Context: an optimization exercise on an open-source flow, tuned for small area, a short achievable clock period and few clock cycles. The choices shown serve that exercise and are no tape-out recipe.
Where RTL was checked, it was by simulation tests only, not by an equivalence proof against the original.
Power and IR drop assume default switching activity.

// cpu
module cpu (
  output [15:0] imem_addr,
  input  [15:0] imem_rdata,
  output [15:0] dmem_addr,
  input  [15:0] dmem_rdata,
  output [15:0] dmem_wdata,
  output        dmem_write,
  input         start,
  input         stop,
  input         CLK,
  input         RSTN
  );
clock: 8.0 ns
lec_check: 0
cap_margin: 20
core_margin: 2
core_utilization: 40
place_density: 0.6
setup_slack_margin: 4.4
slew_margin: 20
run.sh (not shown) runs the stock make flow with config.mk's settings and CLKGATE_MAP_FILE= SYNTH_SCRIPT=/design/flow/synth_recipe.tcl, a recipe that flattens the netlist after the stock synthesis.
Next try:
Settings changed: SETUP_SLACK_MARGIN 4.4 to 5.
=> Final cell count came out higher by 6.6%. Fmax came out higher by 4.4%. Worst setup slack gains 150 ps. Clock skew came out higher by 4.0 ps. Via count came out higher by 8.0%. Non-clock buffer count came out higher by 126.
No functional check of the RTL was part of any run of this note.

---

cpu, a different RTL version from the one above (not shown whole).
For scale: roughly 1300 cells after synthesis, about 0.015 mm2 of cells after synthesis.
clock: 8.0 ns
lec_check: 0
cap_margin: 20
core_margin: 2
core_utilization: 40
place_density: 0.6
setup_slack_margin: 5
slew_margin: 20
The baseline completed with no timing, DRC or antenna violations.
Testbench counts at the start, summed over its fixed seeds: cycles 33,795.
Edit:
==> flow/flow/run.sh (new file) <==
#!/bin/bash
# Standard layout, with plain buf_1 cells as the port buffers.
cp standard.sh standard_sh_copy.txt
export BUFFER_PORTS_ARGS="-buffer_cell sky130_fd_sc_hd__buf_1"
bash standard.sh > standard.log 2>&1
==> flow/standard.sh (new file) <==
#!/bin/bash
# synth_recipe.tcl (not shown) runs the flow's synth.tcl, then flattens the netlist and writes it again
# the make line also repeats each setting of config.mk as NAME=value (left out here)
make -C /OpenROAD-flow-scripts/flow DESIGN_CONFIG=/design/flow/config.mk WORK_HOME=/design/flow/orfs CLKGATE_MAP_FILE= SYNTH_SCRIPT=/design/flow/synth_recipe.tcl "${@:-finish}"
- CORE_UTILIZATION: 40 -> 60
- CTS_BUF_LIST: default -> sky130_fd_sc_hd__clkbuf_4 sky130_fd_sc_hd__clkbuf_8
- PLACE_DENSITY: 0.6 -> 0.75
- TNS_END_PERCENT: default -> 0
removed: flow/run.sh
After rerunning: Utilization rises by 18 points. Wire length falls by about 9%. Design area falls by about 12%. Synthesized area does not change. Hold slack improves by 0.033 ns. Non-clock buffer count falls by 73. Clock skew rises by 0.0075 ns. Global-route usage rises by 8.7 points. Setup slack degrades by 0.062 ns. Sequential share of layout area rises by 4.1 points. Sequential power barely changes.

---

cpu again, from the RTL that the note above started with.
clock: 8.0 ns
lec_check: 0
cap_margin: 20
core_margin: 2
core_utilization: 60
place_density: 0.75
setup_slack_margin: 5
slew_margin: 20
tns_end_percent: 0
Stock flow here: none of the scripts above is used.
The starting point passed the timing, DRC and antenna checks.
Testbench counts at the start, summed over its fixed seeds: cycles 33,795.
Next try:
--- a/flow/config.mk
+++ b/flow/config.mk
@@ -10,3 +10,3 @@
-export CORE_UTILIZATION = 60
-export PLACE_DENSITY = 0.75
-export SETUP_SLACK_MARGIN = 5
+export CORE_UTILIZATION = 40
+export PLACE_DENSITY = 0.6
+export SETUP_SLACK_MARGIN = 4.6
=> The new run ran to the end with no violations; clock-buffer cell count grows by 5; fmax shrinks by 7.7%; via count shrinks by 3.6%; design area shrinks by 0.97%; critical path depth shrinks by 4; total power shrinks by 1.1%; wire length grows by 4.8%; worst hold slack gets better by 0.062 ns; clock power stays flat.
Next try:
==> flow/flow/run.sh (new file) <==
#!/bin/bash
# Standard layout, with plain buf_1 cells as the port buffers.
cp standard.sh standard_sh_copy.txt
export BUFFER_PORTS_ARGS="-buffer_cell sky130_fd_sc_hd__buf_1"
bash standard.sh > standard.log 2>&1
==> flow/standard.sh (new file) <==
#!/bin/bash
# synth_recipe.tcl (not shown) runs the flow's synth.tcl, then flattens the netlist and writes it again
# the make line also repeats each setting of config.mk as NAME=value (left out here)
make -C /OpenROAD-flow-scripts/flow DESIGN_CONFIG=/design/flow/config.mk WORK_HOME=/design/flow/orfs CLKGATE_MAP_FILE= SYNTH_SCRIPT=/design/flow/synth_recipe.tcl "${@:-finish}"
--- a/flow/config.mk
+++ b/flow/config.mk
@@ -12 +12 @@
-export SETUP_SLACK_MARGIN = 4.6
+export SETUP_SLACK_MARGIN = 5
removed: flow/run.sh
Outcome: Wire length is about the same; final cell count grows by a few percent; worst setup slack improved by 0.33 ns; total power grows by a few percent.
Next try:
==> flow/flow/run.sh (replaced) <==
#!/bin/bash
# The standard layout (standard.sh), except that the port buffers are
# plain buf_1 cells rather than the delay buffers buffer_ports picks itself.
set -euo pipefail
export BUFFER_PORTS_ARGS="-buffer_cell sky130_fd_sc_hd__buf_1"
bash standard.sh > standard.log 2>&1
--- a/flow/config.mk
+++ b/flow/config.mk
@@ -10,2 +10,3 @@
-export CORE_UTILIZATION = 40
-export PLACE_DENSITY = 0.6
+export CORE_UTILIZATION = 55
+export CTS_BUF_LIST = sky130_fd_sc_hd__clkbuf_4 sky130_fd_sc_hd__clkbuf_8
+export PLACE_DENSITY = 0.7
After rerunning:
- synthesized area does not change
- die area falls by 27%
- design area went down by about 3%
- total power falls by 4.0%
- via count is higher by 2.1%
- final cell count fell by about 6.5%
- critical path depth stays the same
- clock skew barely changes
- worst setup slack gets worse by 0.036 ns
- wire length drops by about 3.2%
- register-to-register slack is worse by 0.04 ns

[what the ideal ports hide]
Ports are ideal in the flow. The routed layouts listed here were re-timed in OpenROAD.
Step 1: set_driving_cell puts a clkbuf_16 on CLK and a buf_2 on each other input, an assumption about the parent block.
Step 2 moves the port delays by t, midway between the first and last clock arrival at a register: inputs arrive t later, outputs are due t later. That takes back most of the time a late clock gives input paths.
a / b / c = ideal / step 1 / step 2; a / b = the first two.
run	t (ns)	setup WS [ns]	hold slack, ns
the first run of note 1	0.599	4.465 / 4.465 / 3.902	0.412 / 0.412 / 0.412
the second run of note 1	0.579	4.613 / 4.613 / 4.463	0.375 / 0.375 / 0.375
the first run of note 2	0.575	4.687 / 4.687 / 4.511	0.398 / 0.398 / 0.398
the second run of note 2	0.592	4.625 / 4.645 / 4.053	0.431 / 0.431 / 0.431
the first run of note 3	0.593	4.640 / 4.640 / 4.113	0.393 / 0.393 / 0.393
the second run of note 3	0.590	4.362 / 4.390 / 3.800	0.455 / 0.455 / 0.455
the third run of note 3	0.592	4.696 / 4.696 / 4.237	0.402 / 0.402 / 0.402
the fourth run of note 3	0.597	4.660 / 4.660 / 4.268	0.402 / 0.402 / 0.402
After both steps setup and hold are still met in every run listed. The setup slack of the second run of note 2, which loses most, moves by +0.020 ns with the drivers and by -0.572 ns with both steps.
